From an optimization exercise on the open Yosys and OpenROAD flow, aimed at small area and a short achievable clock period; shortcuts taken in it are not production practice.
Where RTL was checked, it was by simulation tests only, not by an equivalence proof against the original.
Function not checked in run 1: the RTL went through the layout flow alone.

==> design.v <==
module DSP(
input clk,
input rst,
input [15:0] dout,
output G2,
output [15:0] o
    );
reg [15:0] d0, d1, d2, d3, d4, d5, d6, d7;  
reg [18:0] sb;                              
reg [3:0]  co;                               
reg [3:0]  c;                               
reg [9:0]  q;                               
wire        old_ok = c[3];                  
wire [15:0] nd7    = ~(d7 & {16{old_ok}});    
wire [15:0] y;
wire rc1;
wire rc2;
wire rc3;
wire rc4;
wire [18:0] r;
wire ap_g0;
wire ap_p0;
wire ap_g1;
wire ap_p1;
wire ap_g2;
wire ap_p2;
wire ap_g3;
wire ap_p3;
wire ap_g4;
wire ap_p4;
wire ap_g5;
wire ap_p5;
wire ap_g6;
wire ap_p6;
wire ap_g7;
wire ap_p7;
wire ap_g8;
wire ap_p8;
wire ap_g9;
wire ap_p9;
wire ap_g10;
wire ap_p10;
wire ap_g11;
wire ap_p11;
wire ap_g12;
wire ap_p12;
wire ap_g13;
wire ap_p13;
wire ap_g14;
wire ap_p14;
wire ap_g15;
wire ap_p15;
wire ap_g16;
wire ap_p16;
wire ap_g17;
wire ap_p17;
wire ap_g18;
wire ap_p18;
wire ap_g0c;
wire ap_G1;
wire ap_G2;
wire ap_P2;
wire ap_G3;
wire ap_P3;
wire ap_G4;
wire ap_P4;
wire ap_G5;
wire ap_P5;
wire ap_G6;
wire ap_P6;
wire ap_G7;
wire ap_P7;
wire ap_G8;
wire ap_P8;
wire ap_G9;
wire ap_P9;
wire ap_G10;
wire ap_G11;
wire ap_P11;
wire ap_G12;
wire ap_P12;
wire ap_G13;
wire ap_P13;
wire ap_G14;
wire ap_G15;
wire ap_P15;
wire ap_G16;
wire ap_G17;
wire ap_G18;
wire ap_G19;
wire ap_G20;
wire ap_G21;
wire ap_G22;
wire ap_G23;
wire ap_G24;
wire ap_G25;
wire ap_G26;
wire ap_G27;
wire ap_G28;
wire ap_G29;
wire ap_G30;
wire ap_s0;
wire ap_s1;
wire ap_s2;
wire ap_s3;
wire ap_s4;
wire ap_s5;
wire ap_s6;
wire ap_s7;
wire ap_s8;
wire ap_s9;
wire ap_s10;
wire ap_s11;
wire ap_s12;
wire ap_s13;
wire ap_s14;
wire ap_s15;
wire ap_s16;
wire ap_s17;
wire ap_s18;
wire [18:0] p;
wire ab0__g0;
wire ab0__p0;
wire ab0__g1;
wire ab0__p1;
wire ab0__g2;
wire ab0__p2;
wire ab0__g3;
wire ab0__p3;
wire ab0__G1;
wire ab0__P1;
wire ab0__G2;
wire ab0__P2;
wire ab0__G3;
wire ab0__G4;
wire ab0__G5;
wire ab0__s0;
wire ab0__s1;
wire ab0__s2;
wire ab0__s3;
wire ab1__g0;
wire ab1__p0;
wire ab1__g1;
wire ab1__p1;
wire ab1__g2;
wire ab1__p2;
wire ab1__g3;
wire ab1__p3;
wire ab1__G1;
wire ab1__P1;
wire ab1__G2;
wire ab1__P2;
wire ab1__G3;
wire ab1__G4;
wire ab1__G5;
wire ab1__s0;
wire ab1__s1;
wire ab1__s2;
wire ab1__s3;
wire ab2__g0;
wire ab2__p0;
wire ab2__g1;
wire ab2__p1;
wire ab2__g2;
wire ab2__p2;
wire ab2__g3;
wire ab2__p3;
wire ab2__G1;
wire ab2__P1;
wire ab2__G2;
wire ab2__P2;
wire ab2__G3;
wire ab2__G4;
wire ab2__G5;
wire ab2__s0;
wire ab2__s1;
wire ab2__s2;
wire ab2__s3;
wire ab3__g0;
wire ab3__p0;
wire ab3__g1;
wire ab3__p1;
wire ab3__g2;
wire ab3__p2;
wire ab3__g3;
wire ab3__p3;
wire ab3__G1;
wire ab3__P1;
wire ab3__G2;
wire ab3__P2;
wire ab3__G3;
wire ab3__G4;
wire ab3__G5;
wire ab3__s0;
wire ab3__s1;
wire ab3__s2;
wire ab3__s3;
wire [18:0] sb_next;
wire [3:0] co_next;
wire tx0;
wire tk1;
wire tx1;
wire tk2;
wire tx2;
wire tk3;
wire tx3;
wire tk4;
wire tx4;
wire tk5;
wire tx5;
wire tk6;
wire tx6;
wire tk7;
wire tx7;
wire tk8;
wire tx8;
wire tk9;
wire tx9;
wire tk10;
wire tx10;
wire tk11;
wire tx11;
wire tk12;
wire tx12;
wire tk13;
wire tx13;
wire tk14;
wire tx14;
wire tk15;
wire tx15;
wire tk16;
wire tx16;
wire tk17;
wire tx17;
wire tk18;
wire tx18;
wire tk19;
wire tx19;
wire tk20;
wire tx20;
wire tk21;
wire tx21;
wire tk22;
wire aq_g0;
wire aq_p0;
wire aq_g1;
wire aq_p1;
wire aq_g2;
wire aq_p2;
wire aq_g3;
wire aq_p3;
wire aq_g4;
wire aq_p4;
wire aq_g5;
wire aq_p5;
wire aq_g6;
wire aq_p6;
wire aq_g7;
wire aq_p7;
wire aq_g8;
wire aq_p8;
wire aq_g9;
wire aq_p9;
wire aq_g10;
wire aq_p10;
wire aq_g11;
wire aq_p11;
wire aq_g12;
wire aq_p12;
wire aq_g13;
wire aq_p13;
wire aq_g14;
wire aq_p14;
wire aq_g15;
wire aq_p15;
wire aq_g16;
wire aq_p16;
wire aq_g17;
wire aq_p17;
wire aq_g18;
wire aq_p18;
wire aq_g19;
wire aq_p19;
wire aq_g20;
wire aq_p20;
wire aq_g21;
wire aq_p21;
wire aq_g0c;
wire aq_G1;
wire aq_G2;
wire aq_P2;
wire aq_G3;
wire aq_P3;
wire aq_G4;
wire aq_P4;
wire aq_G5;
wire aq_P5;
wire aq_G6;
wire aq_P6;
wire aq_G7;
wire aq_P7;
wire aq_G8;
wire aq_P8;
wire aq_G9;
wire aq_P9;
wire aq_G10;
wire aq_P10;
wire aq_G11;
wire aq_P11;
wire aq_G12;
wire aq_G13;
wire aq_P13;
wire aq_G14;
wire aq_P14;
wire aq_G15;
wire aq_P15;
wire aq_G16;
wire aq_P16;
wire aq_G17;
wire aq_G18;
wire aq_P18;
wire aq_G19;
wire aq_G20;
wire aq_G21;
wire aq_G22;
wire aq_G23;
wire aq_G24;
wire aq_G25;
wire aq_G26;
wire aq_G27;
wire aq_G28;
wire aq_G29;
wire aq_G30;
wire aq_G31;
wire aq_G32;
wire aq_G33;
wire aq_G34;
wire aq_G35;
wire aq_G36;
wire aq_s0;
wire aq_s1;
wire aq_s2;
wire aq_s3;
wire aq_s4;
wire aq_s5;
wire aq_s6;
wire aq_s7;
wire aq_s8;
wire aq_s9;
wire aq_s10;
wire aq_s11;
wire aq_s12;
wire aq_s13;
wire aq_s14;
wire aq_s15;
wire aq_s16;
wire aq_s17;
wire aq_s18;
wire aq_s19;
wire aq_s20;
wire aq_s21;
wire [9:0] qn;
assign rc1 = co[0];
assign rc2 = co[1] | (sb[4] & sb[5] & sb[6] & sb[7] & rc1);
assign rc3 = co[2] | (sb[8] & sb[9] & sb[10] & sb[11] & rc2);
assign rc4 = co[3] | (sb[12] & sb[13] & sb[14] & sb[15] & rc3);
assign r = {(sb[18] ^ (rc4 & sb[16] & sb[17])), (sb[17] ^ (rc4 & sb[16])), (sb[16] ^ (rc4)), (sb[15] ^ (rc3 & sb[12] & sb[13] & sb[14])), (sb[14] ^ (rc3 & sb[12] & sb[13])), (sb[13] ^ (rc3 & sb[12])), (sb[12] ^ (rc3)), (sb[11] ^ (rc2 & sb[8] & sb[9] & sb[10])), (sb[10] ^ (rc2 & sb[8] & sb[9])), (sb[9] ^ (rc2 & sb[8])), (sb[8] ^ (rc2)), (sb[7] ^ (rc1 & sb[4] & sb[5] & sb[6])), (sb[6] ^ (rc1 & sb[4] & sb[5])), (sb[5] ^ (rc1 & sb[4])), (sb[4] ^ (rc1)), sb[3], sb[2], sb[1], sb[0]};
assign ap_g0 = r[0] & nd7[0];
assign ap_p0 = r[0] ^ nd7[0];
assign ap_g1 = r[1] & nd7[1];
assign ap_p1 = r[1] ^ nd7[1];
assign ap_g2 = r[2] & nd7[2];
assign ap_p2 = r[2] ^ nd7[2];
assign ap_g3 = r[3] & nd7[3];
assign ap_p3 = r[3] ^ nd7[3];
assign ap_g4 = r[4] & nd7[4];
assign ap_p4 = r[4] ^ nd7[4];
assign ap_g5 = r[5] & nd7[5];
assign ap_p5 = r[5] ^ nd7[5];
assign ap_g6 = r[6] & nd7[6];
assign ap_p6 = r[6] ^ nd7[6];
assign ap_g7 = r[7] & nd7[7];
assign ap_p7 = r[7] ^ nd7[7];
assign ap_g8 = r[8] & nd7[8];
assign ap_p8 = r[8] ^ nd7[8];
assign ap_g9 = r[9] & nd7[9];
assign ap_p9 = r[9] ^ nd7[9];
assign ap_g10 = r[10] & nd7[10];
assign ap_p10 = r[10] ^ nd7[10];
assign ap_g11 = r[11] & nd7[11];
assign ap_p11 = r[11] ^ nd7[11];
assign ap_g12 = r[12] & nd7[12];
assign ap_p12 = r[12] ^ nd7[12];
assign ap_g13 = r[13] & nd7[13];
assign ap_p13 = r[13] ^ nd7[13];
assign ap_g14 = r[14] & nd7[14];
assign ap_p14 = r[14] ^ nd7[14];
assign ap_g15 = r[15] & nd7[15];
assign ap_p15 = r[15] ^ nd7[15];
assign ap_g16 = r[16] & 1'b1;
assign ap_p16 = r[16] ^ 1'b1;
assign ap_g17 = r[17] & 1'b1;
assign ap_p17 = r[17] ^ 1'b1;
assign ap_g18 = r[18] & 1'b1;
assign ap_p18 = r[18] ^ 1'b1;
assign ap_g0c = ap_g0 | (ap_p0 & 1'b1);
assign ap_G1 = ap_g1 | (ap_p1 & ap_g0c);
assign ap_G2 = ap_g3 | (ap_p3 & ap_g2);
assign ap_P2 = ap_p3 & ap_p2;
assign ap_G3 = ap_g5 | (ap_p5 & ap_g4);
assign ap_P3 = ap_p5 & ap_p4;
assign ap_G4 = ap_g7 | (ap_p7 & ap_g6);
assign ap_P4 = ap_p7 & ap_p6;
assign ap_G5 = ap_g9 | (ap_p9 & ap_g8);
assign ap_P5 = ap_p9 & ap_p8;
assign ap_G6 = ap_g11 | (ap_p11 & ap_g10);
assign ap_P6 = ap_p11 & ap_p10;
assign ap_G7 = ap_g13 | (ap_p13 & ap_g12);
assign ap_P7 = ap_p13 & ap_p12;
assign ap_G8 = ap_g15 | (ap_p15 & ap_g14);
assign ap_P8 = ap_p15 & ap_p14;
assign ap_G9 = ap_g17 | (ap_p17 & ap_g16);
assign ap_P9 = ap_p17 & ap_p16;
assign ap_G10 = ap_G2 | (ap_P2 & ap_G1);
assign ap_G11 = ap_G4 | (ap_P4 & ap_G3);
assign ap_P11 = ap_P4 & ap_P3;
assign ap_G12 = ap_G6 | (ap_P6 & ap_G5);
assign ap_P12 = ap_P6 & ap_P5;
assign ap_G13 = ap_G8 | (ap_P8 & ap_G7);
assign ap_P13 = ap_P8 & ap_P7;
assign ap_G14 = ap_G11 | (ap_P11 & ap_G10);
assign ap_G15 = ap_G13 | (ap_P13 & ap_G12);
assign ap_P15 = ap_P13 & ap_P12;
assign ap_G16 = ap_G15 | (ap_P15 & ap_G14);
assign ap_G17 = ap_G12 | (ap_P12 & ap_G14);
assign ap_G18 = ap_G3 | (ap_P3 & ap_G10);
assign ap_G19 = ap_G5 | (ap_P5 & ap_G14);
assign ap_G20 = ap_G7 | (ap_P7 & ap_G17);
assign ap_G21 = ap_G9 | (ap_P9 & ap_G16);
assign ap_G22 = ap_g2 | (ap_p2 & ap_G1);
assign ap_G23 = ap_g4 | (ap_p4 & ap_G10);
assign ap_G24 = ap_g6 | (ap_p6 & ap_G18);
assign ap_G25 = ap_g8 | (ap_p8 & ap_G14);
assign ap_G26 = ap_g10 | (ap_p10 & ap_G19);
assign ap_G27 = ap_g12 | (ap_p12 & ap_G17);
assign ap_G28 = ap_g14 | (ap_p14 & ap_G20);
assign ap_G29 = ap_g16 | (ap_p16 & ap_G16);
assign ap_G30 = ap_g18 | (ap_p18 & ap_G21);
assign ap_s0 = ap_p0 ^ 1'b1;
assign ap_s1 = ap_p1 ^ ap_g0c;
assign ap_s2 = ap_p2 ^ ap_G1;
assign ap_s3 = ap_p3 ^ ap_G22;
assign ap_s4 = ap_p4 ^ ap_G10;
assign ap_s5 = ap_p5 ^ ap_G23;
assign ap_s6 = ap_p6 ^ ap_G18;
assign ap_s7 = ap_p7 ^ ap_G24;
assign ap_s8 = ap_p8 ^ ap_G14;
assign ap_s9 = ap_p9 ^ ap_G25;
assign ap_s10 = ap_p10 ^ ap_G19;
assign ap_s11 = ap_p11 ^ ap_G26;
assign ap_s12 = ap_p12 ^ ap_G17;
assign ap_s13 = ap_p13 ^ ap_G27;
assign ap_s14 = ap_p14 ^ ap_G20;
assign ap_s15 = ap_p15 ^ ap_G28;
assign ap_s16 = ap_p16 ^ ap_G16;
assign ap_s17 = ap_p17 ^ ap_G29;
assign ap_s18 = ap_p18 ^ ap_G21;
assign p = {ap_s18, ap_s17, ap_s16, ap_s15, ap_s14, ap_s13, ap_s12, ap_s11, ap_s10, ap_s9, ap_s8, ap_s7, ap_s6, ap_s5, ap_s4, ap_s3, ap_s2, ap_s1, ap_s0};
assign ab0__g0 = p[0] & dout[0];
assign ab0__p0 = p[0] ^ dout[0];
assign ab0__g1 = p[1] & dout[1];
assign ab0__p1 = p[1] ^ dout[1];
assign ab0__g2 = p[2] & dout[2];
assign ab0__p2 = p[2] ^ dout[2];
assign ab0__g3 = p[3] & dout[3];
assign ab0__p3 = p[3] ^ dout[3];
assign ab0__G1 = ab0__g3 | (ab0__p3 & ab0__g2);
assign ab0__P1 = ab0__p3 & ab0__p2;
assign ab0__G2 = ab0__g2 | (ab0__p2 & ab0__g1);
assign ab0__P2 = ab0__p2 & ab0__p1;
assign ab0__G3 = ab0__g1 | (ab0__p1 & ab0__g0);
assign ab0__G4 = ab0__G1 | (ab0__P1 & ab0__G3);
assign ab0__G5 = ab0__G2 | (ab0__P2 & ab0__g0);
assign ab0__s0 = ab0__p0 ^ 1'b0;
assign ab0__s1 = ab0__p1 ^ ab0__g0;
assign ab0__s2 = ab0__p2 ^ ab0__G3;
assign ab0__s3 = ab0__p3 ^ ab0__G5;
assign ab1__g0 = p[4] & dout[4];
assign ab1__p0 = p[4] ^ dout[4];
assign ab1__g1 = p[5] & dout[5];
assign ab1__p1 = p[5] ^ dout[5];
assign ab1__g2 = p[6] & dout[6];
assign ab1__p2 = p[6] ^ dout[6];
assign ab1__g3 = p[7] & dout[7];
assign ab1__p3 = p[7] ^ dout[7];
assign ab1__G1 = ab1__g3 | (ab1__p3 & ab1__g2);
assign ab1__P1 = ab1__p3 & ab1__p2;
assign ab1__G2 = ab1__g2 | (ab1__p2 & ab1__g1);
assign ab1__P2 = ab1__p2 & ab1__p1;
assign ab1__G3 = ab1__g1 | (ab1__p1 & ab1__g0);
assign ab1__G4 = ab1__G1 | (ab1__P1 & ab1__G3);
assign ab1__G5 = ab1__G2 | (ab1__P2 & ab1__g0);
assign ab1__s0 = ab1__p0 ^ 1'b0;
assign ab1__s1 = ab1__p1 ^ ab1__g0;
assign ab1__s2 = ab1__p2 ^ ab1__G3;
assign ab1__s3 = ab1__p3 ^ ab1__G5;
assign ab2__g0 = p[8] & dout[8];
assign ab2__p0 = p[8] ^ dout[8];
assign ab2__g1 = p[9] & dout[9];
assign ab2__p1 = p[9] ^ dout[9];
assign ab2__g2 = p[10] & dout[10];
assign ab2__p2 = p[10] ^ dout[10];
assign ab2__g3 = p[11] & dout[11];
assign ab2__p3 = p[11] ^ dout[11];
assign ab2__G1 = ab2__g3 | (ab2__p3 & ab2__g2);
assign ab2__P1 = ab2__p3 & ab2__p2;
assign ab2__G2 = ab2__g2 | (ab2__p2 & ab2__g1);
assign ab2__P2 = ab2__p2 & ab2__p1;
assign ab2__G3 = ab2__g1 | (ab2__p1 & ab2__g0);
assign ab2__G4 = ab2__G1 | (ab2__P1 & ab2__G3);
assign ab2__G5 = ab2__G2 | (ab2__P2 & ab2__g0);
assign ab2__s0 = ab2__p0 ^ 1'b0;
assign ab2__s1 = ab2__p1 ^ ab2__g0;
assign ab2__s2 = ab2__p2 ^ ab2__G3;
assign ab2__s3 = ab2__p3 ^ ab2__G5;
assign ab3__g0 = p[12] & dout[12];
assign ab3__p0 = p[12] ^ dout[12];
assign ab3__g1 = p[13] & dout[13];
assign ab3__p1 = p[13] ^ dout[13];
assign ab3__g2 = p[14] & dout[14];
assign ab3__p2 = p[14] ^ dout[14];
assign ab3__g3 = p[15] & dout[15];
assign ab3__p3 = p[15] ^ dout[15];
assign ab3__G1 = ab3__g3 | (ab3__p3 & ab3__g2);
assign ab3__P1 = ab3__p3 & ab3__p2;
assign ab3__G2 = ab3__g2 | (ab3__p2 & ab3__g1);
assign ab3__P2 = ab3__p2 & ab3__p1;
assign ab3__G3 = ab3__g1 | (ab3__p1 & ab3__g0);
assign ab3__G4 = ab3__G1 | (ab3__P1 & ab3__G3);
assign ab3__G5 = ab3__G2 | (ab3__P2 & ab3__g0);
assign ab3__s0 = ab3__p0 ^ 1'b0;
assign ab3__s1 = ab3__p1 ^ ab3__g0;
assign ab3__s2 = ab3__p2 ^ ab3__G3;
assign ab3__s3 = ab3__p3 ^ ab3__G5;
assign sb_next = {p[18:16], ab3__s3, ab3__s2, ab3__s1, ab3__s0, ab2__s3, ab2__s2, ab2__s1, ab2__s0, ab1__s3, ab1__s2, ab1__s1, ab1__s0, ab0__s3, ab0__s2, ab0__s1, ab0__s0};
assign co_next = {ab3__G4, ab2__G4, ab1__G4, ab0__G4};
assign tx0 = ~y[0] ^ y[6];
assign tk1 = ~y[0] & y[6];
assign tx1 = ~y[1] ^ y[7];
assign tk2 = ~y[1] & y[7];
assign tx2 = ~y[2] ^ y[8];
assign tk3 = ~y[2] & y[8];
assign tx3 = ~y[3] ^ y[9];
assign tk4 = ~y[3] & y[9];
assign tx4 = ~y[4] ^ y[10];
assign tk5 = ~y[4] & y[10];
assign tx5 = ~y[5] ^ y[11];
assign tk6 = ~y[5] & y[11];
assign tx6 = y[0] ^ ~y[6] ^ y[12];
assign tk7 = (y[0] & ~y[6]) | (y[0] & y[12]) | (~y[6] & y[12]);
assign tx7 = y[1] ^ ~y[7] ^ y[13];
assign tk8 = (y[1] & ~y[7]) | (y[1] & y[13]) | (~y[7] & y[13]);
assign tx8 = y[2] ^ ~y[8] ^ y[14];
assign tk9 = (y[2] & ~y[8]) | (y[2] & y[14]) | (~y[8] & y[14]);
assign tx9 = y[3] ^ ~y[9] ^ y[15];
assign tk10 = (y[3] & ~y[9]) | (y[3] & y[15]) | (~y[9] & y[15]);
assign tx10 = y[4] ^ ~y[10];
assign tk11 = y[4] & ~y[10];
assign tx11 = y[5] ^ ~y[11];
assign tk12 = y[5] & ~y[11];
assign tx12 = y[6] ^ ~y[12];
assign tk13 = y[6] & ~y[12];
assign tx13 = y[7] ^ ~y[13];
assign tk14 = y[7] & ~y[13];
assign tx14 = y[8] ^ ~y[14];
assign tk15 = y[8] & ~y[14];
assign tx15 = y[9] ^ ~y[15];
assign tk16 = y[9] & ~y[15];
assign tx16 = y[10] ^ 1'b1;
assign tk17 = y[10] & 1'b1;
assign tx17 = y[11] ^ 1'b1;
assign tk18 = y[11] & 1'b1;
assign tx18 = y[12] ^ 1'b1;
assign tk19 = y[12] & 1'b1;
assign tx19 = y[13] ^ 1'b1;
assign tk20 = y[13] & 1'b1;
assign tx20 = y[14] ^ 1'b1;
assign tk21 = y[14] & 1'b1;
assign tx21 = y[15] ^ 1'b1;
assign tk22 = y[15] & 1'b1;
assign aq_g0 = tx0 & 1'b0;
assign aq_p0 = tx0 ^ 1'b0;
assign aq_g1 = tx1 & tk1;
assign aq_p1 = tx1 ^ tk1;
assign aq_g2 = tx2 & tk2;
assign aq_p2 = tx2 ^ tk2;
assign aq_g3 = tx3 & tk3;
assign aq_p3 = tx3 ^ tk3;
assign aq_g4 = tx4 & tk4;
assign aq_p4 = tx4 ^ tk4;
assign aq_g5 = tx5 & tk5;
assign aq_p5 = tx5 ^ tk5;
assign aq_g6 = tx6 & tk6;
assign aq_p6 = tx6 ^ tk6;
assign aq_g7 = tx7 & tk7;
assign aq_p7 = tx7 ^ tk7;
assign aq_g8 = tx8 & tk8;
assign aq_p8 = tx8 ^ tk8;
assign aq_g9 = tx9 & tk9;
assign aq_p9 = tx9 ^ tk9;
assign aq_g10 = tx10 & tk10;
assign aq_p10 = tx10 ^ tk10;
assign aq_g11 = tx11 & tk11;
assign aq_p11 = tx11 ^ tk11;
assign aq_g12 = tx12 & tk12;
assign aq_p12 = tx12 ^ tk12;
assign aq_g13 = tx13 & tk13;
assign aq_p13 = tx13 ^ tk13;
assign aq_g14 = tx14 & tk14;
assign aq_p14 = tx14 ^ tk14;
assign aq_g15 = tx15 & tk15;
assign aq_p15 = tx15 ^ tk15;
assign aq_g16 = tx16 & tk16;
assign aq_p16 = tx16 ^ tk16;
assign aq_g17 = tx17 & tk17;
assign aq_p17 = tx17 ^ tk17;
assign aq_g18 = tx18 & tk18;
assign aq_p18 = tx18 ^ tk18;
assign aq_g19 = tx19 & tk19;
assign aq_p19 = tx19 ^ tk19;
assign aq_g20 = tx20 & tk20;
assign aq_p20 = tx20 ^ tk20;
assign aq_g21 = tx21 & tk21;
assign aq_p21 = tx21 ^ tk21;
assign aq_g0c = aq_g0 | (aq_p0 & 1'b1);
assign aq_G1 = aq_g1 | (aq_p1 & aq_g0c);
assign aq_G2 = aq_g3 | (aq_p3 & aq_g2);
assign aq_P2 = aq_p3 & aq_p2;
assign aq_G3 = aq_g5 | (aq_p5 & aq_g4);
assign aq_P3 = aq_p5 & aq_p4;
assign aq_G4 = aq_g7 | (aq_p7 & aq_g6);
assign aq_P4 = aq_p7 & aq_p6;
assign aq_G5 = aq_g9 | (aq_p9 & aq_g8);
assign aq_P5 = aq_p9 & aq_p8;
assign aq_G6 = aq_g11 | (aq_p11 & aq_g10);
assign aq_P6 = aq_p11 & aq_p10;
assign aq_G7 = aq_g13 | (aq_p13 & aq_g12);
assign aq_P7 = aq_p13 & aq_p12;
assign aq_G8 = aq_g15 | (aq_p15 & aq_g14);
assign aq_P8 = aq_p15 & aq_p14;
assign aq_G9 = aq_g17 | (aq_p17 & aq_g16);
assign aq_P9 = aq_p17 & aq_p16;
assign aq_G10 = aq_g19 | (aq_p19 & aq_g18);
assign aq_P10 = aq_p19 & aq_p18;
assign aq_G11 = aq_g21 | (aq_p21 & aq_g20);
assign aq_P11 = aq_p21 & aq_p20;
assign aq_G12 = aq_G2 | (aq_P2 & aq_G1);
assign aq_G13 = aq_G4 | (aq_P4 & aq_G3);
assign aq_P13 = aq_P4 & aq_P3;
assign aq_G14 = aq_G6 | (aq_P6 & aq_G5);
assign aq_P14 = aq_P6 & aq_P5;
assign aq_G15 = aq_G8 | (aq_P8 & aq_G7);
assign aq_P15 = aq_P8 & aq_P7;
assign aq_G16 = aq_G10 | (aq_P10 & aq_G9);
assign aq_P16 = aq_P10 & aq_P9;
assign aq_G17 = aq_G13 | (aq_P13 & aq_G12);
assign aq_G18 = aq_G15 | (aq_P15 & aq_G14);
assign aq_P18 = aq_P15 & aq_P14;
assign aq_G19 = aq_G18 | (aq_P18 & aq_G17);
assign aq_G20 = aq_G14 | (aq_P14 & aq_G17);
assign aq_G21 = aq_G16 | (aq_P16 & aq_G19);
assign aq_G22 = aq_G3 | (aq_P3 & aq_G12);
assign aq_G23 = aq_G5 | (aq_P5 & aq_G17);
assign aq_G24 = aq_G7 | (aq_P7 & aq_G20);
assign aq_G25 = aq_G9 | (aq_P9 & aq_G19);
assign aq_G26 = aq_G11 | (aq_P11 & aq_G21);
assign aq_G27 = aq_g2 | (aq_p2 & aq_G1);
assign aq_G28 = aq_g4 | (aq_p4 & aq_G12);
assign aq_G29 = aq_g6 | (aq_p6 & aq_G22);
assign aq_G30 = aq_g8 | (aq_p8 & aq_G17);
assign aq_G31 = aq_g10 | (aq_p10 & aq_G23);
assign aq_G32 = aq_g12 | (aq_p12 & aq_G20);
assign aq_G33 = aq_g14 | (aq_p14 & aq_G24);
assign aq_G34 = aq_g16 | (aq_p16 & aq_G19);
assign aq_G35 = aq_g18 | (aq_p18 & aq_G25);
assign aq_G36 = aq_g20 | (aq_p20 & aq_G21);
assign aq_s0 = aq_p0 ^ 1'b1;
assign aq_s1 = aq_p1 ^ aq_g0c;
assign aq_s2 = aq_p2 ^ aq_G1;
assign aq_s3 = aq_p3 ^ aq_G27;
assign aq_s4 = aq_p4 ^ aq_G12;
assign aq_s5 = aq_p5 ^ aq_G28;
assign aq_s6 = aq_p6 ^ aq_G22;
assign aq_s7 = aq_p7 ^ aq_G29;
assign aq_s8 = aq_p8 ^ aq_G17;
assign aq_s9 = aq_p9 ^ aq_G30;
assign aq_s10 = aq_p10 ^ aq_G23;
assign aq_s11 = aq_p11 ^ aq_G31;
assign aq_s12 = aq_p12 ^ aq_G20;
assign aq_s13 = aq_p13 ^ aq_G32;
assign aq_s14 = aq_p14 ^ aq_G24;
assign aq_s15 = aq_p15 ^ aq_G33;
assign aq_s16 = aq_p16 ^ aq_G19;
assign aq_s17 = aq_p17 ^ aq_G34;
assign aq_s18 = aq_p18 ^ aq_G25;
assign aq_s19 = aq_p19 ^ aq_G35;
assign aq_s20 = aq_p20 ^ aq_G21;
assign aq_s21 = aq_p21 ^ aq_G36;
assign qn = {aq_s21, aq_s20, aq_s19, aq_s18, aq_s17, aq_s16, aq_s15, aq_s14, aq_s13, aq_s12};
assign y = r[18:3];
always @(posedge clk) begin
  d0 <= dout;
  d1 <= d0;
  d2 <= d1;
  d3 <= d2;
  d4 <= d3;
  d5 <= d4;
  d6 <= d5;
  d7 <= d6;
  if (rst) begin
    sb <= 19'd0;
    co <= 4'd0;
    c  <= 4'd0;
    q  <= 10'd0;
  end else begin
    sb <= sb_next;
    co <= co_next;
    c  <= c + {3'd0, ~old_ok};
    q  <= qn;
  end
end
assign o  = {6'd0, q};
assign G2 = 1'b0;
endmodule
==> flow/run.sh <==
#!/bin/bash
# Standard layout (bash standard.sh: the standard flow's own synthesis and ORFS steps), with
# three changes:
# - the port buffers are buf_2 cells instead of the default choice
#   (clkdlybuf4s50_1, a delay cell); every port is still buffered;
# - timing repair aims for 11.9 ns of setup slack at the design's clock period,
#   so the resizer speeds up the critical paths instead of stopping once the
#   16 ns period is met;
# - clock tree synthesis uses a sky130_fd_sc_hd__clkbuf_16 root buffer, sky130_fd_sc_hd__clkbuf_8 buffers below it,
#   and inserts no dummy loads.
# The full output of the layout goes to standard.log.
set -euo pipefail
export BUFFER_PORTS_ARGS="-buffer_cell sky130_fd_sc_hd__buf_2"
export SETUP_SLACK_MARGIN=11.9
export CTS_ARGS="-sink_clustering_enable -repair_clock_nets -root_buf sky130_fd_sc_hd__clkbuf_16 -buf_list {sky130_fd_sc_hd__clkbuf_8} -dont_use_dummy_load"
bash standard.sh > standard.log 2>&1
==> standard.sh <==
#!/bin/bash
# synth_recipe.tcl (not shown) runs the flow's synth.tcl, then flattens the netlist and writes it again
# the make line also repeats each setting of config.mk as NAME=value (left out here)
make -C /OpenROAD-flow-scripts/flow DESIGN_CONFIG=/design/flow/config.mk WORK_HOME=/design/flow/orfs CLKGATE_MAP_FILE= SYNTH_SCRIPT=/design/flow/synth_recipe.tcl "${@:-finish}"
==> config.mk <==
export PLATFORM = sky130hd
export DESIGN_NAME = DSP
export DESIGN_NICKNAME = DSP
export VERILOG_FILES = /design/flow/design.v
export SDC_FILE = /design/flow/constraint.sdc
export NUM_CORES = 4
export LEC_CHECK = 0
export CAP_MARGIN = 20
export CORE_MARGIN = 2
export CORE_UTILIZATION = 40
export SLEW_MARGIN = 20
==> constraint.sdc <==
create_clock -name core_clock -period 16.0 [get_ports {clk}]
set_input_delay 3.2000 -clock core_clock [delete_from_list [all_inputs] [get_ports {clk}]]
set_output_delay 3.2000 -clock core_clock [all_outputs]
set_load 0.01 [all_outputs]
==> results.yml, run 1 <==
cts:
  clk_pin_slew_ps: 90
  cts_made_buffers: 17
  tritoncts: "built"
  clockBufferDepth: 2
  clkSinkCount: 165
  clk_latency_ps: 380
  hold_buffers: 0
  cts_root_buf: "clkbuf_16"
  htreeDepth: 4
yosys:
  syn_area_per_cell_um2: 12.31
  async_reset_ff_share_pct: 0
  synth_top_area_share_pct: 55.57
  yosysWarnings: 1
  ys.flop_type: "dfxtp_1"
  ys_ff_latch: 165
  synth_edf_count: 0
  synthCells: 483
  syn_area_um2: 5944
  synth-seq-area-share_pct: 55.57
  yosysUniqueCellTypes: 32
  yosys-top-cells-area: "dfxtp_1, ha_1, fa_1, xor2_1, inv_1"
  yosys.area.top_type: "dfxtp_1"
global_route:
  grt_pass1_wl_um: 15150
  overflow: 0
  antenna_found_initial: 0
  grt_util_all_layers_pct: 12.39
  grt_max_degree: 39
  first_global_vias: 3254
place:
  port_buffers: 27
  place_congestion: 0.7964
  hpwl_um: 6554
  place_area_um2: 6325
sta:
  layout_min_cycle_time_ps: 4047
  worst_pin_slew_ps: 674.7
  maxSlewViolCount: 0
  skew_ps: 23.23
  fin_crit_sh_pct: 25.29
  tns_ps: 0
  max_freq_mhz: 247.1
  rsz0062_at_grt: "true"
  slew_headroom_pct: 55.02
  hold_violations: 0
  setup_viol: 0
worst_setup_path:
  cp_data_required_time_ps: 16220
  cp.arrival_ps: 4260
  critPathMaxFanout: 2
  crit_path_end_kind: "flop"
  critPathKind: "input port to flop"
  path_delay_family: "adder cells"
  max_stage_delay_ps: 400
  cp_num_buf_inv: 1
  crit_slowest_cell: "fa_2"
  timing.critical_path.cells: "buf_2, ha_4, fa_2, a21o_1, a21oi_1, nor2_1"
  crit_path_start_kind: "input port"
cells_and_area:
  final_cell_mix: "dfxtp_1, ha_1, inv_1, nor2_1, buf_2"
  drive_above_1_share_pct: 19.54
  final_common_cell: "dfxtp_1"
  multiInputGateArea_um2: 2766
  final_cell_area_um2: 6875
  num-nets-final: 649
  syn2layout_area_growth_pct: 15.66
  seqCellArea_um2: 3311
  fillCellCount: 1339
  antenna_cells: 0
routing:
  via_count: 3237
  drtIter0Drc: 96
  wl_per_cell_um: 12.71
  ant_nets: 0
  drc_errors: 0
  drt-total-wl_um: 9035
  drt_pass1_iterations: 4
  via_per_inst: 4.553
floorplanning:
  rows: 44
  die-area_um2: 15850
  coreArea_um2: 14530
  die_w_um: 125.9
  start_util_pct: 40.90
  ios: 35
  fp.dieH_um: 125.9
run:
  cap_violations: 0
min_path:
  worstHoldPathType: "flop to flop"
run_status:
  outcome: "no timing/DRC/antenna violations"
[flip-flops by register name, indices dropped and copies added, names as in the netlist]
register  flops
sb           19
c             4
d7           16
d5           16
d1           16
d3           16
d4           16
d6           16
co            4
d2           16
q            10
d0           16
[Yosys cell counts, drive strengths merged, types with 2 or more instances]
cell	instances
dfxtp	165
a21o	17
nor2	29
nand4	3
ha	82
and4	2
a31oi	3
a21oi	22
o211ai	2
inv	35
and2	2
nor2b	12
o21ai	7
a211oi	2
clkbuf	5
buf	8
xor2	17
and3	2
o21a	2
nand2	25
fa	20
xnor2	12
[what timing repair did]
item,CTS,global route
pin swaps,8,16
setup buffers,4,3
hold endpoints to repair,0,0
endpoints found under the setup margin,13,7
gates resized for setup,22,26
[layout make-up]
class	instances	share of cell area, %
clock buffers	17	3.567
inverters	35	1.965
multi-input cells	276	40.24
flip-flops and latches	165	48.15
well taps	184	3.349
repair buffers	34	2.730
[cell families (layout without fill, tap and decap cells)]
| kind of cell | Yosys count | in the layout | share of synthesized area (%) |
|---|---|---|---|
| mux | 1 | 1 | 0.1894 |
| fa+ha+maj | 102 | 102 | 23.99 |
| compound gates | 60 | 60 | 6.546 |
| xor+xnor | 29 | 29 | 4.273 |
| buf+inv | 48 | 86 | 3.473 |
| flops | 165 | 165 | 55.57 |
| other cells | 1 | 7 | 0.06308 |
| simple gates | 77 | 77 | 5.893 |
[worst reg2reg max path: stages, from the launching register on]
cell and delay, ps:
dfxtp_2 320, and3_4 180, a31oi_4 160, inv_1 60
ha_1 180, ha_2 190, ha_4 180, xor2_4 190
buf_4 170, fa_1 490, inv_1 40, ha_1 180
a21o_1 170, a21o_1 190, a21oi_2 130, o21ai_2 80
and4_4 200, a211oi_1 280, fa_1 470, nor2_1 100
[metrics by stage]
step / hold slack, ps / instances / utilization (%) / setup slack (ps)
5_1_grt: 315.0 / 711 / 47.31 / 11840
4_1_cts: 306.5 / 708 / 46.29 / 11910
3_3_place_gp: 309.5 / 687 / 43.52 / 11500
2_1_floorplan: 309.6 / 489 / - / 11820
6_report: 304.9 / 711 / 47.31 / 11950
3_5_place_dp: 312.1 / 687 / 43.52 / 11400
[worst paths after layout]
| kind | from | to | cells after the start | slack [ps] |
|---|---|---|---|---|
| setup reg to reg | sb[5] | q[6] | 19 | 11970 |
| setup / recovery | dout[8] | co[2] | 6 | 11950 |
| hold / removal | d1[5] | d2[5] | 0 | 300 |
| hold reg to reg | d1[5] | d2[5] | 0 | 300 |
[metal layers]
layer	vias to the layer above	share of wire [%]	GRT usage, %
met5	-	0	0
met4	0	2.1	5.430
met3	15	4.2	4.715
met2	49	45	19.32
met1	1523	48	15.35
li1	1650	-	-
==> run 2, diff against run 1 <==
--- a/design.v
+++ b/design.v
@@ -76,29 +76,43 @@
 wire ap_P9;
 wire ap_G10;
 wire ap_G11;
-wire ap_P11;
 wire ap_G12;
 wire ap_P12;
 wire ap_G13;
 wire ap_P13;
 wire ap_G14;
+wire ap_P14;
 wire ap_G15;
 wire ap_P15;
 wire ap_G16;
+wire ap_P16;
 wire ap_G17;
+wire ap_P17;
 wire ap_G18;
+wire ap_P18;
 wire ap_G19;
 wire ap_G20;
 wire ap_G21;
 wire ap_G22;
 wire ap_G23;
+wire ap_P23;
 wire ap_G24;
+wire ap_P24;
 wire ap_G25;
+wire ap_P25;
 wire ap_G26;
+wire ap_P26;
 wire ap_G27;
 wire ap_G28;
 wire ap_G29;
 wire ap_G30;
+wire ap_G31;
+wire ap_G32;
+wire ap_G33;
+wire ap_G34;
+wire ap_G35;
+wire ap_G36;
+wire ap_G37;
 wire ap_s0;
 wire ap_s1;
 wire ap_s2;
@@ -287,6 +301,7 @@
 wire aq_p21;
 wire aq_g0c;
 wire aq_G1;
+wire aq_P1;
 wire aq_G2;
 wire aq_P2;
 wire aq_G3;
@@ -308,6 +323,7 @@
 wire aq_G11;
 wire aq_P11;
 wire aq_G12;
+wire aq_P12;
 wire aq_G13;
 wire aq_P13;
 wire aq_G14;
@@ -317,26 +333,110 @@
 wire aq_G16;
 wire aq_P16;
 wire aq_G17;
+wire aq_P17;
 wire aq_G18;
 wire aq_P18;
 wire aq_G19;
+wire aq_P19;
 wire aq_G20;
+wire aq_P20;
 wire aq_G21;
 wire aq_G22;
+wire aq_P22;
 wire aq_G23;
+wire aq_P23;
 wire aq_G24;
+wire aq_P24;
 wire aq_G25;
+wire aq_P25;
 wire aq_G26;
+wire aq_P26;
 wire aq_G27;
+wire aq_P27;
 wire aq_G28;
+wire aq_P28;
 wire aq_G29;
+wire aq_P29;
 wire aq_G30;
+wire aq_P30;
 wire aq_G31;
+wire aq_P31;
 wire aq_G32;
+wire aq_P32;
 wire aq_G33;
+wire aq_P33;
 wire aq_G34;
+wire aq_P34;
 wire aq_G35;
+wire aq_P35;
 wire aq_G36;
+wire aq_P36;
+wire aq_G37;
+wire aq_P37;
+wire aq_G38;
+wire aq_P38;
+wire aq_G39;
+wire aq_P39;
+wire aq_G40;
+wire aq_G41;
+wire aq_G42;
+wire aq_P42;
+wire aq_G43;
+wire aq_P43;
+wire aq_G44;
+wire aq_P44;
+wire aq_G45;
+wire aq_P45;
+wire aq_G46;
+wire aq_P46;
+wire aq_G47;
+wire aq_P47;
+wire aq_G48;
+wire aq_P48;
+wire aq_G49;
+wire aq_P49;
+wire aq_G50;
+wire aq_P50;
+wire aq_G51;
+wire aq_P51;
+wire aq_G52;
+wire aq_P52;
+wire aq_G53;
+wire aq_P53;
+wire aq_G54;
+wire aq_P54;
+wire aq_G55;
+wire aq_P55;
+wire aq_G56;
+wire aq_G57;
+wire aq_G58;
+wire aq_G59;
+wire aq_G60;
+wire aq_P60;
+wire aq_G61;
+wire aq_P61;
+wire aq_G62;
+wire aq_P62;
+wire aq_G63;
+wire aq_P63;
+wire aq_G64;
+wire aq_P64;
+wire aq_G65;
+wire aq_P65;
+wire aq_G66;
+wire aq_G67;
+wire aq_G68;
+wire aq_G69;
+wire aq_G70;
+wire aq_G71;
+wire aq_G72;
+wire aq_G73;
+wire aq_G74;
+wire aq_G75;
+wire aq_G76;
+wire aq_G77;
+wire aq_G78;
+wire aq_G79;
 wire aq_s0;
 wire aq_s1;
 wire aq_s2;
@@ -421,50 +521,64 @@
 assign ap_P8 = ap_p15 & ap_p14;
 assign ap_G9 = ap_g17 | (ap_p17 & ap_g16);
 assign ap_P9 = ap_p17 & ap_p16;
-assign ap_G10 = ap_G2 | (ap_P2 & ap_G1);
-assign ap_G11 = ap_G4 | (ap_P4 & ap_G3);
-assign ap_P11 = ap_P4 & ap_P3;
-assign ap_G12 = ap_G6 | (ap_P6 & ap_G5);
-assign ap_P12 = ap_P6 & ap_P5;
-assign ap_G13 = ap_G8 | (ap_P8 & ap_G7);
-assign ap_P13 = ap_P8 & ap_P7;
-assign ap_G14 = ap_G11 | (ap_P11 & ap_G10);
-assign ap_G15 = ap_G13 | (ap_P13 & ap_G12);
-assign ap_P15 = ap_P13 & ap_P12;
-assign ap_G16 = ap_G15 | (ap_P15 & ap_G14);
-assign ap_G17 = ap_G12 | (ap_P12 & ap_G14);
-assign ap_G18 = ap_G3 | (ap_P3 & ap_G10);
-assign ap_G19 = ap_G5 | (ap_P5 & ap_G14);
-assign ap_G20 = ap_G7 | (ap_P7 & ap_G17);
-assign ap_G21 = ap_G9 | (ap_P9 & ap_G16);
-assign ap_G22 = ap_g2 | (ap_p2 & ap_G1);
-assign ap_G23 = ap_g4 | (ap_p4 & ap_G10);
-assign ap_G24 = ap_g6 | (ap_p6 & ap_G18);
-assign ap_G25 = ap_g8 | (ap_p8 & ap_G14);
-assign ap_G26 = ap_g10 | (ap_p10 & ap_G19);
-assign ap_G27 = ap_g12 | (ap_p12 & ap_G17);
-assign ap_G28 = ap_g14 | (ap_p14 & ap_G20);
-assign ap_G29 = ap_g16 | (ap_p16 & ap_G16);
-assign ap_G30 = ap_g18 | (ap_p18 & ap_G21);
+assign ap_G10 = ap_g2 | (ap_p2 & ap_G1);
+assign ap_G11 = ap_G2 | (ap_P2 & ap_G1);
+assign ap_G12 = ap_g6 | (ap_p6 & ap_G3);
+assign ap_P12 = ap_p6 & ap_P3;
+assign ap_G13 = ap_G4 | (ap_P4 & ap_G3);
+assign ap_P13 = ap_P4 & ap_P3;
+assign ap_G14 = ap_g10 | (ap_p10 & ap_G5);
+assign ap_P14 = ap_p10 & ap_P5;
+assign ap_G15 = ap_G6 | (ap_P6 & ap_G5);
+assign ap_P15 = ap_P6 & ap_P5;
+assign ap_G16 = ap_g14 | (ap_p14 & ap_G7);
+assign ap_P16 = ap_p14 & ap_P7;
+assign ap_G17 = ap_G8 | (ap_P8 & ap_G7);
+assign ap_P17 = ap_P8 & ap_P7;
+assign ap_G18 = ap_g18 | (ap_p18 & ap_G9);
+assign ap_P18 = ap_p18 & ap_P9;
+assign ap_G19 = ap_g4 | (ap_p4 & ap_G11);
+assign ap_G20 = ap_G3 | (ap_P3 & ap_G11);
+assign ap_G21 = ap_G12 | (ap_P12 & ap_G11);
+assign ap_G22 = ap_G13 | (ap_P13 & ap_G11);
+assign ap_G23 = ap_g12 | (ap_p12 & ap_G15);
+assign ap_P23 = ap_p12 & ap_P15;
+assign ap_G24 = ap_G7 | (ap_P7 & ap_G15);
+assign ap_P24 = ap_P7 & ap_P15;
+assign ap_G25 = ap_G16 | (ap_P16 & ap_G15);
+assign ap_P25 = ap_P16 & ap_P15;
+assign ap_G26 = ap_G17 | (ap_P17 & ap_G15);
+assign ap_P26 = ap_P17 & ap_P15;
+assign ap_G27 = ap_g8 | (ap_p8 & ap_G22);
+assign ap_G28 = ap_G5 | (ap_P5 & ap_G22);
+assign ap_G29 = ap_G14 | (ap_P14 & ap_G22);
+assign ap_G30 = ap_G15 | (ap_P15 & ap_G22);
+assign ap_G31 = ap_G23 | (ap_P23 & ap_G22);
+assign ap_G32 = ap_G24 | (ap_P24 & ap_G22);
+assign ap_G33 = ap_G25 | (ap_P25 & ap_G22);
+assign ap_G34 = ap_G26 | (ap_P26 & ap_G22);
+assign ap_G35 = ap_g16 | (ap_p16 & ap_G34);
+assign ap_G36 = ap_G9 | (ap_P9 & ap_G34);
+assign ap_G37 = ap_G18 | (ap_P18 & ap_G34);
 assign ap_s0 = ap_p0 ^ 1'b1;
 assign ap_s1 = ap_p1 ^ ap_g0c;
 assign ap_s2 = ap_p2 ^ ap_G1;
-assign ap_s3 = ap_p3 ^ ap_G22;
-assign ap_s4 = ap_p4 ^ ap_G10;
-assign ap_s5 = ap_p5 ^ ap_G23;
-assign ap_s6 = ap_p6 ^ ap_G18;
-assign ap_s7 = ap_p7 ^ ap_G24;
-assign ap_s8 = ap_p8 ^ ap_G14;
-assign ap_s9 = ap_p9 ^ ap_G25;
-assign ap_s10 = ap_p10 ^ ap_G19;
-assign ap_s11 = ap_p11 ^ ap_G26;
-assign ap_s12 = ap_p12 ^ ap_G17;
-assign ap_s13 = ap_p13 ^ ap_G27;
-assign ap_s14 = ap_p14 ^ ap_G20;
-assign ap_s15 = ap_p15 ^ ap_G28;
-assign ap_s16 = ap_p16 ^ ap_G16;
-assign ap_s17 = ap_p17 ^ ap_G29;
-assign ap_s18 = ap_p18 ^ ap_G21;
+assign ap_s3 = ap_p3 ^ ap_G10;
+assign ap_s4 = ap_p4 ^ ap_G11;
+assign ap_s5 = ap_p5 ^ ap_G19;
+assign ap_s6 = ap_p6 ^ ap_G20;
+assign ap_s7 = ap_p7 ^ ap_G21;
+assign ap_s8 = ap_p8 ^ ap_G22;
+assign ap_s9 = ap_p9 ^ ap_G27;
+assign ap_s10 = ap_p10 ^ ap_G28;
+assign ap_s11 = ap_p11 ^ ap_G29;
+assign ap_s12 = ap_p12 ^ ap_G30;
+assign ap_s13 = ap_p13 ^ ap_G31;
+assign ap_s14 = ap_p14 ^ ap_G32;
+assign ap_s15 = ap_p15 ^ ap_G33;
+assign ap_s16 = ap_p16 ^ ap_G34;
+assign ap_s17 = ap_p17 ^ ap_G35;
+assign ap_s18 = ap_p18 ^ ap_G36;
 assign p = {ap_s18, ap_s17, ap_s16, ap_s15, ap_s14, ap_s13, ap_s12, ap_s11, ap_s10, ap_s9, ap_s8, ap_s7, ap_s6, ap_s5, ap_s4, ap_s3, ap_s2, ap_s1, ap_s0};
 assign ab0__g0 = p[0] & dout[0];
 assign ab0__p0 = p[0] ^ dout[0];
@@ -633,79 +747,165 @@
 assign aq_g21 = tx21 & tk21;
 assign aq_p21 = tx21 ^ tk21;
 assign aq_g0c = aq_g0 | (aq_p0 & 1'b1);
-assign aq_G1 = aq_g1 | (aq_p1 & aq_g0c);
-assign aq_G2 = aq_g3 | (aq_p3 & aq_g2);
-assign aq_P2 = aq_p3 & aq_p2;
-assign aq_G3 = aq_g5 | (aq_p5 & aq_g4);
-assign aq_P3 = aq_p5 & aq_p4;
-assign aq_G4 = aq_g7 | (aq_p7 & aq_g6);
-assign aq_P4 = aq_p7 & aq_p6;
-assign aq_G5 = aq_g9 | (aq_p9 & aq_g8);
-assign aq_P5 = aq_p9 & aq_p8;
-assign aq_G6 = aq_g11 | (aq_p11 & aq_g10);
-assign aq_P6 = aq_p11 & aq_p10;
-assign aq_G7 = aq_g13 | (aq_p13 & aq_g12);
-assign aq_P7 = aq_p13 & aq_p12;
-assign aq_G8 = aq_g15 | (aq_p15 & aq_g14);
-assign aq_P8 = aq_p15 & aq_p14;
-assign aq_G9 = aq_g17 | (aq_p17 & aq_g16);
-assign aq_P9 = aq_p17 & aq_p16;
-assign aq_G10 = aq_g19 | (aq_p19 & aq_g18);
-assign aq_P10 = aq_p19 & aq_p18;
-assign aq_G11 = aq_g21 | (aq_p21 & aq_g20);
-assign aq_P11 = aq_p21 & aq_p20;
-assign aq_G12 = aq_G2 | (aq_P2 & aq_G1);
-assign aq_G13 = aq_G4 | (aq_P4 & aq_G3);
-assign aq_P13 = aq_P4 & aq_P3;
-assign aq_G14 = aq_G6 | (aq_P6 & aq_G5);
-assign aq_P14 = aq_P6 & aq_P5;
-assign aq_G15 = aq_G8 | (aq_P8 & aq_G7);
-assign aq_P15 = aq_P8 & aq_P7;
-assign aq_G16 = aq_G10 | (aq_P10 & aq_G9);
-assign aq_P16 = aq_P10 & aq_P9;
-assign aq_G17 = aq_G13 | (aq_P13 & aq_G12);
-assign aq_G18 = aq_G15 | (aq_P15 & aq_G14);
-assign aq_P18 = aq_P15 & aq_P14;
-assign aq_G19 = aq_G18 | (aq_P18 & aq_G17);
-assign aq_G20 = aq_G14 | (aq_P14 & aq_G17);
-assign aq_G21 = aq_G16 | (aq_P16 & aq_G19);
-assign aq_G22 = aq_G3 | (aq_P3 & aq_G12);
-assign aq_G23 = aq_G5 | (aq_P5 & aq_G17);
-assign aq_G24 = aq_G7 | (aq_P7 & aq_G20);
-assign aq_G25 = aq_G9 | (aq_P9 & aq_G19);
-assign aq_G26 = aq_G11 | (aq_P11 & aq_G21);
-assign aq_G27 = aq_g2 | (aq_p2 & aq_G1);
-assign aq_G28 = aq_g4 | (aq_p4 & aq_G12);
-assign aq_G29 = aq_g6 | (aq_p6 & aq_G22);
-assign aq_G30 = aq_g8 | (aq_p8 & aq_G17);
-assign aq_G31 = aq_g10 | (aq_p10 & aq_G23);
-assign aq_G32 = aq_g12 | (aq_p12 & aq_G20);
-assign aq_G33 = aq_g14 | (aq_p14 & aq_G24);
-assign aq_G34 = aq_g16 | (aq_p16 & aq_G19);
-assign aq_G35 = aq_g18 | (aq_p18 & aq_G25);
-assign aq_G36 = aq_g20 | (aq_p20 & aq_G21);
+assign aq_G1 = aq_g21 | (aq_p21 & aq_g20);
+assign aq_P1 = aq_p21 & aq_p20;
+assign aq_G2 = aq_g20 | (aq_p20 & aq_g19);
+assign aq_P2 = aq_p20 & aq_p19;
+assign aq_G3 = aq_g19 | (aq_p19 & aq_g18);
+assign aq_P3 = aq_p19 & aq_p18;
+assign aq_G4 = aq_g18 | (aq_p18 & aq_g17);
+assign aq_P4 = aq_p18 & aq_p17;
+assign aq_G5 = aq_g17 | (aq_p17 & aq_g16);
+assign aq_P5 = aq_p17 & aq_p16;
+assign aq_G6 = aq_g16 | (aq_p16 & aq_g15);
+assign aq_P6 = aq_p16 & aq_p15;
+assign aq_G7 = aq_g15 | (aq_p15 & aq_g14);
+assign aq_P7 = aq_p15 & aq_p14;
+assign aq_G8 = aq_g14 | (aq_p14 & aq_g13);
+assign aq_P8 = aq_p14 & aq_p13;
+assign aq_G9 = aq_g13 | (aq_p13 & aq_g12);
+assign aq_P9 = aq_p13 & aq_p12;
+assign aq_G10 = aq_g12 | (aq_p12 & aq_g11);
+assign aq_P10 = aq_p12 & aq_p11;
+assign aq_G11 = aq_g11 | (aq_p11 & aq_g10);
+assign aq_P11 = aq_p11 & aq_p10;
+assign aq_G12 = aq_g10 | (aq_p10 & aq_g9);
+assign aq_P12 = aq_p10 & aq_p9;
+assign aq_G13 = aq_g9 | (aq_p9 & aq_g8);
+assign aq_P13 = aq_p9 & aq_p8;
+assign aq_G14 = aq_g8 | (aq_p8 & aq_g7);
+assign aq_P14 = aq_p8 & aq_p7;
+assign aq_G15 = aq_g7 | (aq_p7 & aq_g6);
+assign aq_P15 = aq_p7 & aq_p6;
+assign aq_G16 = aq_g6 | (aq_p6 & aq_g5);
+assign aq_P16 = aq_p6 & aq_p5;
+assign aq_G17 = aq_g5 | (aq_p5 & aq_g4);
+assign aq_P17 = aq_p5 & aq_p4;
+assign aq_G18 = aq_g4 | (aq_p4 & aq_g3);
+assign aq_P18 = aq_p4 & aq_p3;
+assign aq_G19 = aq_g3 | (aq_p3 & aq_g2);
+assign aq_P19 = aq_p3 & aq_p2;
+assign aq_G20 = aq_g2 | (aq_p2 & aq_g1);
+assign aq_P20 = aq_p2 & aq_p1;
+assign aq_G21 = aq_g1 | (aq_p1 & aq_g0c);
+assign aq_G22 = aq_G1 | (aq_P1 & aq_G3);
+assign aq_P22 = aq_P1 & aq_P3;
+assign aq_G23 = aq_G2 | (aq_P2 & aq_G4);
+assign aq_P23 = aq_P2 & aq_P4;
+assign aq_G24 = aq_G3 | (aq_P3 & aq_G5);
+assign aq_P24 = aq_P3 & aq_P5;
+assign aq_G25 = aq_G4 | (aq_P4 & aq_G6);
+assign aq_P25 = aq_P4 & aq_P6;
+assign aq_G26 = aq_G5 | (aq_P5 & aq_G7);
+assign aq_P26 = aq_P5 & aq_P7;
+assign aq_G27 = aq_G6 | (aq_P6 & aq_G8);
+assign aq_P27 = aq_P6 & aq_P8;
+assign aq_G28 = aq_G7 | (aq_P7 & aq_G9);
+assign aq_P28 = aq_P7 & aq_P9;
+assign aq_G29 = aq_G8 | (aq_P8 & aq_G10);
+assign aq_P29 = aq_P8 & aq_P10;
+assign aq_G30 = aq_G9 | (aq_P9 & aq_G11);
+assign aq_P30 = aq_P9 & aq_P11;
+assign aq_G31 = aq_G10 | (aq_P10 & aq_G12);
+assign aq_P31 = aq_P10 & aq_P12;
+assign aq_G32 = aq_G11 | (aq_P11 & aq_G13);
+assign aq_P32 = aq_P11 & aq_P13;
+assign aq_G33 = aq_G12 | (aq_P12 & aq_G14);
+assign aq_P33 = aq_P12 & aq_P14;
+assign aq_G34 = aq_G13 | (aq_P13 & aq_G15);
+assign aq_P34 = aq_P13 & aq_P15;
+assign aq_G35 = aq_G14 | (aq_P14 & aq_G16);
+assign aq_P35 = aq_P14 & aq_P16;
+assign aq_G36 = aq_G15 | (aq_P15 & aq_G17);
+assign aq_P36 = aq_P15 & aq_P17;
+assign aq_G37 = aq_G16 | (aq_P16 & aq_G18);
+assign aq_P37 = aq_P16 & aq_P18;
+assign aq_G38 = aq_G17 | (aq_P17 & aq_G19);
+assign aq_P38 = aq_P17 & aq_P19;
+assign aq_G39 = aq_G18 | (aq_P18 & aq_G20);
+assign aq_P39 = aq_P18 & aq_P20;
+assign aq_G40 = aq_G19 | (aq_P19 & aq_G21);
+assign aq_G41 = aq_G20 | (aq_P20 & aq_g0c);
+assign aq_G42 = aq_G22 | (aq_P22 & aq_G26);
+assign aq_P42 = aq_P22 & aq_P26;
+assign aq_G43 = aq_G23 | (aq_P23 & aq_G27);
+assign aq_P43 = aq_P23 & aq_P27;
+assign aq_G44 = aq_G24 | (aq_P24 & aq_G28);
+assign aq_P44 = aq_P24 & aq_P28;
+assign aq_G45 = aq_G25 | (aq_P25 & aq_G29);
+assign aq_P45 = aq_P25 & aq_P29;
+assign aq_G46 = aq_G26 | (aq_P26 & aq_G30);
+assign aq_P46 = aq_P26 & aq_P30;
+assign aq_G47 = aq_G27 | (aq_P27 & aq_G31);
+assign aq_P47 = aq_P27 & aq_P31;
+assign aq_G48 = aq_G28 | (aq_P28 & aq_G32);
+assign aq_P48 = aq_P28 & aq_P32;
+assign aq_G49 = aq_G29 | (aq_P29 & aq_G33);
+assign aq_P49 = aq_P29 & aq_P33;
+assign aq_G50 = aq_G30 | (aq_P30 & aq_G34);
+assign aq_P50 = aq_P30 & aq_P34;
+assign aq_G51 = aq_G31 | (aq_P31 & aq_G35);
+assign aq_P51 = aq_P31 & aq_P35;
+assign aq_G52 = aq_G32 | (aq_P32 & aq_G36);
+assign aq_P52 = aq_P32 & aq_P36;
+assign aq_G53 = aq_G33 | (aq_P33 & aq_G37);
+assign aq_P53 = aq_P33 & aq_P37;
+assign aq_G54 = aq_G34 | (aq_P34 & aq_G38);
+assign aq_P54 = aq_P34 & aq_P38;
+assign aq_G55 = aq_G35 | (aq_P35 & aq_G39);
+assign aq_P55 = aq_P35 & aq_P39;
+assign aq_G56 = aq_G36 | (aq_P36 & aq_G40);
+assign aq_G57 = aq_G37 | (aq_P37 & aq_G41);
+assign aq_G58 = aq_G38 | (aq_P38 & aq_G21);
+assign aq_G59 = aq_G39 | (aq_P39 & aq_g0c);
+assign aq_G60 = aq_G42 | (aq_P42 & aq_G50);
+assign aq_P60 = aq_P42 & aq_P50;
+assign aq_G61 = aq_G43 | (aq_P43 & aq_G51);
+assign aq_P61 = aq_P43 & aq_P51;
+assign aq_G62 = aq_G44 | (aq_P44 & aq_G52);
+assign aq_P62 = aq_P44 & aq_P52;
+assign aq_G63 = aq_G45 | (aq_P45 & aq_G53);
+assign aq_P63 = aq_P45 & aq_P53;
+assign aq_G64 = aq_G46 | (aq_P46 & aq_G54);
+assign aq_P64 = aq_P46 & aq_P54;
+assign aq_G65 = aq_G47 | (aq_P47 & aq_G55);
+assign aq_P65 = aq_P47 & aq_P55;
+assign aq_G66 = aq_G48 | (aq_P48 & aq_G56);
+assign aq_G67 = aq_G49 | (aq_P49 & aq_G57);
+assign aq_G68 = aq_G50 | (aq_P50 & aq_G58);
+assign aq_G69 = aq_G51 | (aq_P51 & aq_G59);
+assign aq_G70 = aq_G52 | (aq_P52 & aq_G40);
+assign aq_G71 = aq_G53 | (aq_P53 & aq_G41);
+assign aq_G72 = aq_G54 | (aq_P54 & aq_G21);
+assign aq_G73 = aq_G55 | (aq_P55 & aq_g0c);
+assign aq_G74 = aq_G60 | (aq_P60 & aq_G58);
+assign aq_G75 = aq_G61 | (aq_P61 & aq_G59);
+assign aq_G76 = aq_G62 | (aq_P62 & aq_G40);
+assign aq_G77 = aq_G63 | (aq_P63 & aq_G41);
+assign aq_G78 = aq_G64 | (aq_P64 & aq_G21);
+assign aq_G79 = aq_G65 | (aq_P65 & aq_g0c);
 assign aq_s0 = aq_p0 ^ 1'b1;
 assign aq_s1 = aq_p1 ^ aq_g0c;
-assign aq_s2 = aq_p2 ^ aq_G1;
-assign aq_s3 = aq_p3 ^ aq_G27;
-assign aq_s4 = aq_p4 ^ aq_G12;
-assign aq_s5 = aq_p5 ^ aq_G28;
-assign aq_s6 = aq_p6 ^ aq_G22;
-assign aq_s7 = aq_p7 ^ aq_G29;
-assign aq_s8 = aq_p8 ^ aq_G17;
-assign aq_s9 = aq_p9 ^ aq_G30;
-assign aq_s10 = aq_p10 ^ aq_G23;
-assign aq_s11 = aq_p11 ^ aq_G31;
-assign aq_s12 = aq_p12 ^ aq_G20;
-assign aq_s13 = aq_p13 ^ aq_G32;
-assign aq_s14 = aq_p14 ^ aq_G24;
-assign aq_s15 = aq_p15 ^ aq_G33;
-assign aq_s16 = aq_p16 ^ aq_G19;
-assign aq_s17 = aq_p17 ^ aq_G34;
-assign aq_s18 = aq_p18 ^ aq_G25;
-assign aq_s19 = aq_p19 ^ aq_G35;
-assign aq_s20 = aq_p20 ^ aq_G21;
-assign aq_s21 = aq_p21 ^ aq_G36;
+assign aq_s2 = aq_p2 ^ aq_G21;
+assign aq_s3 = aq_p3 ^ aq_G41;
+assign aq_s4 = aq_p4 ^ aq_G40;
+assign aq_s5 = aq_p5 ^ aq_G59;
+assign aq_s6 = aq_p6 ^ aq_G58;
+assign aq_s7 = aq_p7 ^ aq_G57;
+assign aq_s8 = aq_p8 ^ aq_G56;
+assign aq_s9 = aq_p9 ^ aq_G73;
+assign aq_s10 = aq_p10 ^ aq_G72;
+assign aq_s11 = aq_p11 ^ aq_G71;
+assign aq_s12 = aq_p12 ^ aq_G70;
+assign aq_s13 = aq_p13 ^ aq_G69;
+assign aq_s14 = aq_p14 ^ aq_G68;
+assign aq_s15 = aq_p15 ^ aq_G67;
+assign aq_s16 = aq_p16 ^ aq_G66;
+assign aq_s17 = aq_p17 ^ aq_G79;
+assign aq_s18 = aq_p18 ^ aq_G78;
+assign aq_s19 = aq_p19 ^ aq_G77;
+assign aq_s20 = aq_p20 ^ aq_G76;
+assign aq_s21 = aq_p21 ^ aq_G75;
 assign qn = {aq_s21, aq_s20, aq_s19, aq_s18, aq_s17, aq_s16, aq_s15, aq_s14, aq_s13, aq_s12};
 assign y = r[18:3];
 always @(posedge clk) begin
==> flow/run.sh (replaced) <==
#!/bin/bash
# Standard layout (bash standard.sh: the standard flow's own synthesis and ORFS steps), with
# three changes:
# - the port buffers are buf_2 cells instead of the default choice
#   (clkdlybuf4s50_1, a delay cell); every port is still buffered;
# - timing repair aims for 11.8 ns of setup slack at the design's clock period,
#   so the resizer speeds up the critical paths instead of stopping once the
#   16 ns period is met;
# - clock tree synthesis uses a sky130_fd_sc_hd__clkbuf_16 root buffer, sky130_fd_sc_hd__clkbuf_8 buffers below it,
#   and inserts no dummy loads.
# The full output of the layout goes to standard.log.
set -euo pipefail
export BUFFER_PORTS_ARGS="-buffer_cell sky130_fd_sc_hd__buf_2"
export SETUP_SLACK_MARGIN=11.8
export CTS_ARGS="-sink_clustering_enable -repair_clock_nets -root_buf sky130_fd_sc_hd__clkbuf_16 -buf_list {sky130_fd_sc_hd__clkbuf_8} -dont_use_dummy_load"
bash standard.sh > standard.log 2>&1
==> results.yml, run 2 <==
run_status:
  outcome: "no timing/DRC/antenna violations"
cts:
  clk_pin_slew_ps: 80
  cts_root_buf: "clkbuf_16"
  clkSinkCount: 165
  clockBufferDepth: 2
  htreeDepth: 4
  cts_made_buffers: 17
  hold_buffers: 0
  clk_latency_ps: 370
  tritoncts: "built"
sta:
  max_freq_mhz: 248.0
  tns_ps: 0
  maxSlewViolCount: 0
  slew_headroom_pct: 52.55
  hold_violations: 0
  worst_pin_slew_ps: 711.7
  fin_crit_sh_pct: 25.20
  fin_ws_ps: 11970
  setup_viol: 0
  layout_min_cycle_time_ps: 4032
  rsz0062_at_grt: "true"
  skew_ps: 21.58
floorplanning:
  fp.dieH_um: 126.9
  die_w_um: 126.9
  start_util_pct: 41.24
  rows: 44
  ios: 35
  die-area_um2: 16100
  coreArea_um2: 14640
worst_setup_path:
  max_stage_delay_ps: 490
  path_common_cell: "ha_1"
  path_delay_family: "compound AO/OA/AOI/OAI gates"
  critPathKind: "flop to flop"
  crit_path_start_kind: "flop"
  crit_slowest_cell: "fa_1"
  cp_num_buf_inv: 2
  crit_path_end_kind: "flop"
  cp.arrival_ps: 4270
  timing.critical_path.cells: "and3_1, a31oi_1, o21bai_1, a21o_1, ha_1, ha_1, xor2_2, inv_1, fa_1, inv_1, ha_1, nand4_1, nor2_1, a311oi_2, nand2_1, a21o_1, a21oi_1, mux2_1"
  cp_data_required_time_ps: 16240
  critPathMaxFanout: 3
place:
  pre_cts_ws_ps: 11570
  dp.cells: 718
  hpwl_um: 6977
  port_buffers: 27
  place_area_um2: 6362
  place_congestion: 0.7752
routing:
  ant_nets: 0
  via_per_inst: 4.684
  drt-total-wl_um: 9324
  wl_per_cell_um: 12.63
  drc_errors: 0
  via_count: 3457
  drtIter0Drc: 114
  drt_pass1_iterations: 4
global_route:
  grt_util_all_layers_pct: 12.76
  grt_pass1_wl_um: 15980
  antenna_found_initial: 0
  grt_max_degree: 39
  first_global_vias: 3569
  overflow: 0
cells_and_area:
  final_cell_mix: "dfxtp_1, ha_1, nor2_1, inv_1, a21oi_1"
  antenna_cells: 0
  drive_above_1_share_pct: 11.19
  final-instance-count-excl-fill: 738
  syn2layout_area_growth_pct: 10.36
  final_common_cell: "dfxtp_1"
  fillCellCount: 1353
  largest_reg_flops: 19
  final_cell_area_um2: 6665
  top_register: "sb"
  num-nets-final: 669
yosys:
  yosysMostFrequentCell: "dfxtp_1"
  syn_area_per_cell_um2: 11.75
  yosys-top-cells-area: "dfxtp_1, ha_1, fa_1, xnor2_1, a21oi_1"
  yosysUniqueCellTypes: 43
  async_reset_ff_share_pct: 0
  synth-seq-area-share_pct: 54.69
  ys_ff_latch: 165
  syn_area_um2: 6040
  synth_top_area_share_pct: 54.69
  yosysWarnings: 1
  synthCells: 514
  yosys.area.top_type: "dfxtp_1"
  ys.flop_type: "dfxtp_1"
  ys_top_cells_by_count: "dfxtp_1, ha_1, nor2_1"
  synth_edf_count: 0
run:
  cap_violations: 0
min_path:
  worstHoldPathType: "flop to flop"
[run 2: final cells by class]
type	instances	area, um2	share of cell area [%]
sequential	165	3304	49.58
multi-input combinational	309	2604	39.07
clock buffer	17	245.2	3.679
tap	184	230.2	3.454
timing repair buffer	30	157.7	2.365
inverter	33	123.9	1.858
[run 2: kinds of logic after synthesis]
group	after synthesis	synth area share, %
AOI/OAI and AO/OA	79	8.494
xor gates and xnor gates	33	4.786
adders and majority gates	95	21.17
buffers and inverters	46	3.294
DFF	165	54.69
muxes	1	0.1864
other	1	0.06209
and+or+nand+nor	94	7.313
[run 2: repair_timing]
item	4_1_cts	5_1_grt
resized for setup	3	2
endpoints found under the setup margin	1	14
buffers inserted	0	3
gates cloned	0	0
endpoints found under the hold margin	0	0
pin swaps	0	1
[run 2: final timing paths]
path,startpoint,end,slack (ps),cells past startpoint
min,d0[14],d1[14],310,0
max,sb[5],q[3],11970,18
min reg2reg,d0[14],d1[14],310,0
max reg2reg,sb[5],q[3],11970,18
[run 2: per-layer routing]
layer	track usage (%)	up-vias	wire (um)
met5	0	-	0
met4	5.688	0	213
met3	4.302	16	327
met2	20.30	46	4237
met1	15.76	1619	4546
li1	-	1776	-
[run 2: stage by stage]
step                hold WS (ps)  utilization [%]
floorplan                  309.6                -
global placement           310.2            43.45
detailed placement         312.1            43.45
CTS                        311.6            45.28
global route               315.1            45.51
finish                     313.2            45.51

-- port drivers added, routing unchanged --
No port has a modelled driver above. Below, the same layouts with a new extraction and two added sets of constraints.
Step 1: set_driving_cell puts a clkbuf_16 on clk and a buf_2 on each other input, an assumption about the parent block.
Step 2 times the ports against the registers' clock, not the clock port: input delays grow and output delays shrink by t, the midpoint of the rising clock arrivals with the driver on.
Three values: no drivers, after step 1, after step 2; two values: the first two.
run | shift t [ns] | setup slack, ns | hold WS [ns] | worst register clock-pin slew, ns | cell pins on the clock port's net
run 1 | 0.403 | 11.953 / 11.962 / 11.573 | 0.305 / 0.305 / 0.305 | 0.09 / 0.09 | 1
run 2 | 0.400 | 11.968 / 11.968 / 11.588 | 0.313 / 0.313 / 0.313 | 0.08 / 0.08 | 1
After both steps every run listed still meets setup and hold.
